This design comes from an exercise in tuning for small area and a short achievable clock period on the open sky130 flow, not from production work. At most, simulation tests tie the RTL to the original design; equivalence was not proved. Power and IR drop assume default switching activity.

==> module awstm, before the edit <==
module awstm(
        pps,
        tevt,
        evt,
        rst_n,
        clk
    );
    input pps;
    input [31:0] tevt;
    output [31:0] evt;
    input rst_n;
    input clk;
    reg r_pps;
    reg r_pps_lock;
    reg [14:0] r_k;           
    reg [26:0] r_td;
    reg [16:0] r_awstm;
    reg [30:0] r_tmev_next;
    reg [17:0] r_set_tmev;    
    reg [10:0] r_tcor;
    reg [7:0]  r_tcor_max;    
    reg r_eq;                 
    reg r_wrap;               
    wire evt_pps = pps & ~r_pps;
    assign evt = {r_set_tmev[17], 14'd0, r_set_tmev[16:0]};
    wire        low_zero = ~|r_td[18:0];
    wire [6:0]  a = (r_td[25:19] ^ {7{r_td[26]}}) + {6'd0, r_td[26] & low_zero};
    wire [6:0]  t1;
    wire [6:0]  t2;
    assign t1[6] = a[6];
    assign t1[5:0] = a[6:1] | a[5:0];
    assign t2[6] = t1[6];
    assign t2[5:0] = t1[6:1] ^ t1[5:0];
    wire [7:0]  tcm_next = {~(t1[1] & t1[2]), t2[0], t2[1], t2[2], t2[3], t2[4], t2[5], t2[6]};
    wire tcor_ge = r_tcor[10:3] >= r_tcor_max;
    wire [10:0] tcor_next = tcor_ge ? 11'd0 : r_tcor + 11'd1;
    wire eq_next = (tcor_next == {tcm_next, 3'd0});
    wire k_to = r_k[14] & ~r_k[12] & ~r_k[9] & ~r_k[8] & ~r_k[7] & ~r_k[2] & ~r_k[1] & ~r_k[0];
    wire cor = ~r_wrap & r_eq;
    wire inc0 = r_eq & r_td[26];
    wire inc2 = r_eq & ~r_td[26];
    wire at_99998 = (&r_awstm[16:15]) & (&r_awstm[10:9]) & r_awstm[7] & (&r_awstm[4:1]);
    wire at_99997 = (&r_awstm[16:15]) & (&r_awstm[10:9]) & r_awstm[7] & (&r_awstm[4:2]) & r_awstm[0];
    wire wrap_next = ~r_wrap & ((at_99998 & ~inc0) | (at_99997 & inc2));
    wire [16:0] aws_next = r_wrap ? 17'd0 : (inc2 ? r_awstm + 17'd2 : (inc0 ? r_awstm : r_awstm + 17'd1));
    wire [14:0] td_l = r_td[14:0];
    wire [11:0] td_h = r_td[26:15];
    wire [15:0] pk_l = {1'b0, td_l} + {1'b0, r_k};
    wire [11:0] td_h_p = td_h + 12'd1;
    wire [11:0] td_h_m = td_h - 12'd1;
    wire [11:0] pk_h = (r_k[14] == pk_l[15]) ? td_h : (pk_l[15] ? td_h_p : td_h_m);
    wire [14:0] pm_l = r_td[26] ? td_l + 15'd1 : td_l - 15'd1;
    wire        pm_c = r_td[26] ? (&td_l) : ~|td_l;
    wire [11:0] pm_h = pm_c ? (r_td[26] ? td_h_p : td_h_m) : td_h;
    wire [26:0] td_pk = {pk_h, pk_l[14:0]};
    wire [26:0] td_pm = {pm_h, pm_l};
    wire [16:0] tm_l = r_tmev_next[16:0];
    wire        tm_hz = ~|r_tmev_next[30:17];
    wire        tm_ho = &r_tmev_next[30:17];
    wire        l_ones = &tm_l;
    wire [16:0] e = ~(tm_l ^ r_awstm);
    wire [16:0] q;
    assign q[16:0] = {e[16:1] ^ ~(r_awstm[15:0] | ~tm_l[15:0]), ~e[0]};
    wire        m_eq = tm_hz & (&e);
    wire        m_p1 = (&q) & (l_ones ? tm_ho : tm_hz);
    wire        match = m_eq | m_p1;
    wire        tm_gt = ~tm_hz | (tm_l > 17'd99999);
    wire [30:0] tm_sum = tevt[30:0] + {14'd0, tm_l};
    wire [30:0] tm_sub = r_tmev_next - 31'd99999;
    wire [30:0] tm_keep = tm_gt ? tm_sub : r_tmev_next;
    always @(posedge clk or negedge rst_n) begin
        if (rst_n == 1'b0) begin
            r_pps <= 1'b0;
            r_pps_lock <= 1'b0;
            r_k <= 15'd9999;
            r_td <= 27'd0;
            r_tcor <= 11'd0;
            r_tcor_max <= 8'd128;
            r_eq <= 1'b0;
            r_wrap <= 1'b0;
            r_awstm <= 17'd0;
            r_tmev_next <= 31'd0;
            r_set_tmev <= 18'd0;
        end else begin
            r_pps <= pps;
            r_tcor_max <= tcm_next;
            r_tcor <= tcor_next;
            r_eq <= eq_next;
            r_wrap <= wrap_next;
            if (evt_pps) begin
                r_pps_lock <= 1'b1;
                r_k <= 15'd9999;
            end else if (k_to) begin
                r_pps_lock <= 1'b0;
                r_k <= 15'd4999;
            end else begin
                r_k <= r_k - 15'd1;
            end
            if (cor)
                r_td <= td_pm;
            else if (evt_pps)
                r_td <= td_pk;
            r_awstm <= aws_next;
            if (match)
                r_set_tmev <= {r_pps_lock, r_awstm};
            r_tmev_next <= (match & ~tm_gt) ? tm_sum : tm_keep;
        end
    end
endmodule
export LEC_CHECK = 0
export CAP_MARGIN = 20
export CORE_MARGIN = 2
export CORE_UTILIZATION = 60
export CTS_BUF_LIST = sky130_fd_sc_hd__clkbuf_8
export PLACE_DENSITY = 0.75
export SETUP_SLACK_MARGIN = 2.8
export SLEW_MARGIN = 20
create_clock -name core_clock -period 6.0 [get_ports {clk}]
standard.sh (not shown) runs the stock make flow with config.mk's settings and CLKGATE_MAP_FILE= SYNTH_SCRIPT=/design/flow/synth_recipe.tcl, a recipe that flattens the netlist after the stock synthesis.
==> flow/flow/run.sh <==
#!/bin/bash
# Standard ORFS layout; the only change is the cell used to buffer the ports.
set -euo pipefail
bash standard.sh finish "BUFFER_PORTS_ARGS=-buffer_cell sky130_fd_sc_hd__buf_1" > make_finish.log 2>&1
Rerun with:
--- a/flow/design.v
+++ b/flow/design.v
@@ -66,10 +66,11 @@
     wire        m_p1 = (&q) & (l_ones ? tm_ho : tm_hz);
     wire        match = m_eq | m_p1;
     wire        tm_gt = ~tm_hz | (tm_l > 17'd99999);
     wire [30:0] tm_sum = tevt[30:0] + {14'd0, tm_l};
-    wire [30:0] tm_sub = r_tmev_next - 31'd99999;
-    wire [30:0] tm_keep = tm_gt ? tm_sub : r_tmev_next;
+    wire [17:0] tm_dl = {1'b0, tm_l} + {1'b0, {17{tm_gt}} & 17'd31073};
+    wire [13:0] tm_dh = r_tmev_next[30:17] - {13'd0, tm_gt & ~tm_dl[17]};
+    wire [30:0] tm_keep = {tm_dh, tm_dl[16:0]};
     always @(posedge clk or negedge rst_n) begin
         if (rst_n == 1'b0) begin
             r_pps <= 1'b0;
             r_pps_lock <= 1'b0;
Outcome: Combinational power fell by about 8%. Sequential share of layout area fell by 1.7 points. Total power fell by 10%. Routed wire length fell by about 1.4%. Fmax fell by 22%. Die area rose by 1.3%.
No functional check of the RTL was part of the second run of this note.

* * *

The RTL this note starts from:
==> flow/design.v <==
`timescale 1ns / 1ps
module awstm(
        pps,
        tevt,
        evt,
        rst_n,
        clk
    );
    input pps;
    input [31:0] tevt;
    output [31:0] evt;
    input rst_n;
    input clk;
    reg r_pps;
    reg r_pps_lock;
    reg [14:0] r_k;           
    reg [26:0] r_td;
    reg [16:0] r_awstm;
    reg [30:0] r_tmev_next;
    reg [17:0] r_set_tmev;    
    reg [10:0] r_tcor;
    reg [7:0]  r_tcor_max;    
    wire evt_pps = pps & ~r_pps;
    assign evt = {r_set_tmev[17], 14'd0, r_set_tmev[16:0]};
    wire        low_zero = ~|r_td[18:0];
    wire [6:0]  a = (r_td[25:19] ^ {7{r_td[26]}}) + {6'd0, r_td[26] & low_zero};
    wire [6:0]  t1;
    wire [6:0]  t2;
    assign t1[6] = a[6];
    assign t1[5:0] = a[6:1] | a[5:0];
    assign t2[6] = t1[6];
    assign t2[5:0] = t1[6:1] ^ t1[5:0];
    wire [7:0]  tcm_next = {~(t1[1] & t1[2]), t2[0], t2[1], t2[2], t2[3], t2[4], t2[5], t2[6]};
    wire tcor_ge = r_tcor[10:3] >= r_tcor_max;
    wire tcor_eq = (r_tcor[10:3] == r_tcor_max) && (r_tcor[2:0] == 3'd0);
    wire k_to = r_k[14] & ~r_k[12] & ~r_k[9] & ~r_k[8] & ~r_k[7] & ~r_k[2] & ~r_k[1] & ~r_k[0];
    wire aws_wrap = r_awstm[16] & r_awstm[15] & r_awstm[10] & r_awstm[9] & r_awstm[7] &
                    (r_awstm[5] | (&r_awstm[4:0]));
    wire cor = ~aws_wrap & tcor_eq;
    wire [26:0] td_op = cor ? {{26{~r_td[26]}}, 1'b1} : (evt_pps ? {{12{r_k[14]}}, r_k} : 27'd0);
    wire [1:0]  aws_inc = tcor_eq ? (r_td[26] ? 2'd0 : 2'd2) : 2'd1;
    wire        tm_gt = (r_tmev_next > 31'd99999);
    wire        tm_hz = ~|r_tmev_next[30:17];
    wire        tm_ho = &r_tmev_next[30:17];
    wire [16:0] tm_l = r_tmev_next[16:0];
    wire        match = (tm_hz & ((tm_l == r_awstm) | ({1'b0, tm_l} + 18'd1 == {1'b0, r_awstm}))) |
                        (tm_ho & (&tm_l) & (r_awstm == 17'd0));
    wire [30:0] tm_op = tm_gt ? 31'h7ffe7961 : (match ? tevt[30:0] : 31'd0);
    always @(posedge clk or negedge rst_n) begin
        if (rst_n == 1'b0) begin
            r_pps <= 1'b0;
            r_pps_lock <= 1'b0;
            r_k <= 15'd9999;
            r_td <= 27'd0;
            r_tcor <= 11'd0;
            r_tcor_max <= 8'd128;
            r_awstm <= 17'd0;
            r_tmev_next <= 31'd0;
            r_set_tmev <= 18'd0;
        end else begin
            r_pps <= pps;
            r_tcor_max <= tcm_next;
            r_tcor <= tcor_ge ? 11'd0 : r_tcor + 11'd1;
            if (evt_pps) begin
                r_pps_lock <= 1'b1;
                r_k <= 15'd9999;
            end else if (k_to) begin
                r_pps_lock <= 1'b0;
                r_k <= 15'd4999;
            end else begin
                r_k <= r_k - 15'd1;
            end
            r_td <= r_td + td_op;
            r_awstm <= aws_wrap ? 17'd0 : r_awstm + {15'd0, aws_inc};
            if (match)
                r_set_tmev <= {r_pps_lock, r_awstm};
            r_tmev_next <= r_tmev_next + tm_op;
        end
    end
endmodule
Settings: LEC_CHECK=0, CAP_MARGIN=20, CORE_MARGIN=2, CORE_UTILIZATION=40, PLACE_DENSITY=0.6, SLEW_MARGIN=20; clock period 6.0 ns.
run.sh (not shown) runs the stock make flow with config.mk's settings and CLKGATE_MAP_FILE= SYNTH_SCRIPT=/design/flow/synth_recipe.tcl, a recipe that flattens the netlist after the stock synthesis.
Stock flow here: none of the scripts above is used.
The starting point ran to the end with no violations.
Next try:
==> flow/design.v (replaced) <==
`timescale 1ns / 1ps
module awstm(
        pps,
        tevt,
        evt,
        rst_n,
        clk
    );
    input pps;
    input [31:0] tevt;
    output [31:0] evt;
    input rst_n;
    input clk;
    reg r_pps;
    reg r_pps_lock;
    reg [13:0] r_tcyc;
    reg [26:0] r_td;
    reg [16:0] r_awstm;
    reg [30:0] r_tmev_next;
    reg [17:0] r_set_tmev;    
    reg [10:0] r_tcor;
    reg [7:0]  r_tcor_max;    
    wire evt_pps = pps & ~r_pps;
    assign evt = {r_set_tmev[17], 14'd0, r_set_tmev[16:0]};
    wire        low_zero = ~|r_td[18:0];
    wire [6:0]  a = r_td[26] ? (~r_td[25:19] + {6'd0, low_zero}) : r_td[25:19];
    wire [6:0]  t1;
    wire [6:0]  t2;
    assign t1[6] = a[6];
    assign t1[5:0] = a[6:1] | a[5:0];
    assign t2[6] = t1[6];
    assign t2[5:0] = t1[6:1] ^ t1[5:0];
    wire [7:0]  tcm_next = {~(t1[1] & ~t2[1]), t2[0], t2[1], t2[2], t2[3], t2[4], t2[5], t2[6]};
    wire tcor_ge = r_tcor[10:3] >= r_tcor_max;
    wire tcor_eq = (r_tcor[10:3] == r_tcor_max) && (r_tcor[2:0] == 3'd0);
    wire tcyc_to = (r_tcyc == 14'd14999);
    wire aws_wrap = (r_awstm >= 17'd99999);
    wire cor = ~aws_wrap & tcor_eq;
    wire        tm_gt = (r_tmev_next > 31'd99999);
    wire [31:0] tm_d  = {15'd0, r_awstm} - {1'b0, r_tmev_next};
    wire        match = (tm_d[30:0] == 31'd0) || (tm_d[30:0] == 31'd1);
    always @(posedge clk or negedge rst_n) begin
        if (rst_n == 1'b0) begin
            r_pps <= 1'b0;
            r_pps_lock <= 1'b0;
            r_tcyc <= 14'd0;
            r_td <= 27'd0;
            r_tcor <= 11'd0;
            r_tcor_max <= 8'd128;
            r_awstm <= 17'd0;
            r_tmev_next <= 31'd0;
            r_set_tmev <= 18'd0;
        end else begin
            r_pps <= pps;
            r_tcor_max <= tcm_next;
            r_tcor <= tcor_ge ? 11'd0 : r_tcor + 11'd1;
            if (evt_pps) begin
                r_pps_lock <= 1'b1;
                r_tcyc <= 14'd0;
            end else if (tcyc_to) begin
                r_pps_lock <= 1'b0;
                r_tcyc <= 14'd5000;
            end else begin
                r_tcyc <= r_tcyc + 14'd1;
            end
            if (cor)
                r_td <= r_td[26] ? r_td + 27'd1 : r_td - 27'd1;
            else if (evt_pps)
                r_td <= r_td + 27'd9999 - {13'd0, r_tcyc};
            if (aws_wrap)
                r_awstm <= 17'd0;
            else if (tcor_eq)
                r_awstm <= r_td[26] ? r_awstm : r_awstm + 17'd2;
            else
                r_awstm <= r_awstm + 17'd1;
            if (match)
                r_set_tmev <= {r_pps_lock, r_awstm};
            if (tm_gt)
                r_tmev_next <= r_tmev_next - 31'd99999;
            else if (match)
                r_tmev_next <= r_tmev_next + tevt[30:0];
        end
    end
endmodule
The new run finished with timing, DRC and antenna clean. Final cell count came out higher by 48%. Clock power fell by about 8%. Core utilization decreases by 1.8 points. Cell area came out higher by 32%. Clock-buffer cell count goes up by 9. Non-clock buffer count decreases by 8. Power goes up by 54%. Die area rises by 37%.
Function not checked in the first run of this note: the RTL went through the layout flow alone.

* * *

awstm with an RTL version that a note above also has.
Size in the first run: roughly 1200 cells after synthesis, roughly 130 flip-flops, roughly 67 I/O pins, ~10000 sq um of cells after synthesis.
clock: 6.0 ns
lec_check: 0
cap_margin: 20
core_margin: 2
core_utilization: 40
cts_buf_list: sky130_fd_sc_hd__clkbuf_8
place_density: 0.6
setup_slack_margin: 2.5
slew_margin: 20
standard.sh (not shown) runs the stock make flow with config.mk's settings and CLKGATE_MAP_FILE= SYNTH_SCRIPT=/design/flow/synth_recipe.tcl, a recipe that flattens the netlist after the stock synthesis.
Scripts as last shown in full above: flow/flow/run.sh
Next try:
--- a/flow/design.v
+++ b/flow/design.v
@@ -44,17 +44,12 @@
     wire at_99997 = (&r_awstm[16:15]) & (&r_awstm[10:9]) & r_awstm[7] & (&r_awstm[4:2]) & r_awstm[0];
     wire wrap_next = ~r_wrap & ((at_99998 & ~inc0) | (at_99997 & inc2));
     wire [16:0] aws_next = r_wrap ? 17'd0 : (inc2 ? r_awstm + 17'd2 : (inc0 ? r_awstm : r_awstm + 17'd1));
-    wire [14:0] td_l = r_td[14:0];
-    wire [11:0] td_h = r_td[26:15];
-    wire [15:0] pk_l = {1'b0, td_l} + {1'b0, r_k};
-    wire [11:0] td_h_p = td_h + 12'd1;
-    wire [11:0] td_h_m = td_h - 12'd1;
-    wire [11:0] pk_h = (r_k[14] == pk_l[15]) ? td_h : (pk_l[15] ? td_h_p : td_h_m);
-    wire [14:0] pm_l = r_td[26] ? td_l + 15'd1 : td_l - 15'd1;
-    wire        pm_c = r_td[26] ? (&td_l) : ~|td_l;
-    wire [11:0] pm_h = pm_c ? (r_td[26] ? td_h_p : td_h_m) : td_h;
-    wire [26:0] td_pk = {pk_h, pk_l[14:0]};
-    wire [26:0] td_pm = {pm_h, pm_l};
+    wire [14:0] td_o = cor ? {{14{~r_td[26]}}, 1'b1} : r_k;
+    wire [15:0] td_lo = {1'b0, r_td[14:0]} + {1'b0, td_o};
+    wire [11:0] td_hi_p = r_td[26:15] + 12'd1;
+    wire [11:0] td_hi_m = r_td[26:15] - 12'd1;
+    wire [11:0] td_hi = (td_o[14] == td_lo[15]) ? r_td[26:15] : (td_lo[15] ? td_hi_p : td_hi_m);
+    wire [26:0] td_nx = {td_hi, td_lo[14:0]};
     wire [16:0] tm_l = r_tmev_next[16:0];
     wire        tm_hz = ~|r_tmev_next[30:17];
     wire        tm_ho = &r_tmev_next[30:17];
@@ -66,9 +61,11 @@
     wire        m_p1 = (&q) & (l_ones ? tm_ho : tm_hz);
     wire        match = m_eq | m_p1;
     wire        tm_gt = ~tm_hz | (tm_l > 17'd99999);
-    wire [30:0] tm_sum = tevt[30:0] + {14'd0, tm_l};
-    wire [30:0] tm_sub = r_tmev_next - 31'd99999;
-    wire [30:0] tm_keep = tm_gt ? tm_sub : r_tmev_next;
+    wire [17:0] tm_sl = {1'b0, tm_l} + {1'b0, tm_gt ? 17'd31073 : tevt[16:0]};
+    wire [13:0] tm_h = r_tmev_next[30:17];
+    wire [13:0] tm_hi = tm_sl[17] ? (tm_gt ? tm_h : tevt[30:17] + 14'd1)
+                                  : (tm_gt ? tm_h - 14'd1 : tevt[30:17]);
+    wire        tm_upd = tm_gt | match;
     always @(posedge clk or negedge rst_n) begin
         if (rst_n == 1'b0) begin
             r_pps <= 1'b0;
@@ -97,14 +94,13 @@
             end else begin
                 r_k <= r_k - 15'd1;
             end
-            if (cor)
-                r_td <= td_pm;
-            else if (evt_pps)
-                r_td <= td_pk;
+            if (cor | evt_pps)
+                r_td <= td_nx;
             r_awstm <= aws_next;
             if (match)
                 r_set_tmev <= {r_pps_lock, r_awstm};
-            r_tmev_next <= (match & ~tm_gt) ? tm_sum : tm_keep;
+            if (tm_upd)
+                r_tmev_next <= {tm_hi, tm_sl[16:0]};
         end
     end
 endmodule
What happened:
- The changed run passed the timing, DRC and antenna checks
- final area climbs by roughly a tenth
- total power fell by a few percent
- combinational power increases by a few percent
- clock-buffer cell count rose by 1
- register-to-register slack loses 610 ps
- global-route usage came out higher by 0.18 points
- area after synthesis came out lower by a few percent
- utilization went up by 7.1 points
- die area shrinks by a few percent
- hold slack got worse by 11 ps
- non-clock buffer count is higher by 83
The RTL of the second run of this note was laid out without a check of its function.

[what the ideal ports hide]
The flow's constraints put no driver on any port. The routed layouts listed below were extracted and timed again, unchanged, in two steps.
Step 1 sets driving cells, clkbuf_16 on the clock port and buf_2 on the other inputs (assumed; they add their load-dependent delay and slew).
Step 2 also shifts input and output timing later by t, the mid clock arrival at the registers, as if the neighbouring blocks saw the same clock.
Slacks: no drivers / after step 1 / after step 2; pairs: no drivers / after step 1.
| run | t (ns) | setup slack, ns | worst hold slack (ns) | latest minus earliest clock arrival (ns) | pins driven straight from the clock port |
|---|---|---|---|---|---|
| the first run of note 1 | 0.493 | 2.863 / 2.863 / 2.435 | 0.478 / 0.478 / 0.478 | 0.010 / 0.010 | 1 |
| the second run of note 1 | 0.475 | 1.998 / 1.998 / 1.998 | 0.478 / 0.478 / 0.478 | 0.014 / 0.013 | 1 |
| the first run of note 2 | 0.460 | 0.384 / 0.384 / 0.384 | 0.462 / 0.462 / 0.462 | 0.013 / 0.012 | 1 |
| the second run of note 2 | 0.461 | 1.543 / 1.562 / 1.101 | 0.474 / 0.474 / 0.474 | 0.014 / 0.014 | 1 |
| the first run of note 3 | 0.484 | 2.657 / 2.657 / 2.224 | 0.476 / 0.476 / 0.476 | 0.014 / 0.014 | 1 |
| the second run of note 3 | 0.493 | 2.045 / 2.045 / 2.045 | 0.466 / 0.466 / 0.466 | 0.014 / 0.015 | 1 |
After both steps every run listed still meets setup and hold. The setup slack of the second run of note 2, which loses most, moves by +0.019 ns with the drivers and by -0.442 ns with both steps.
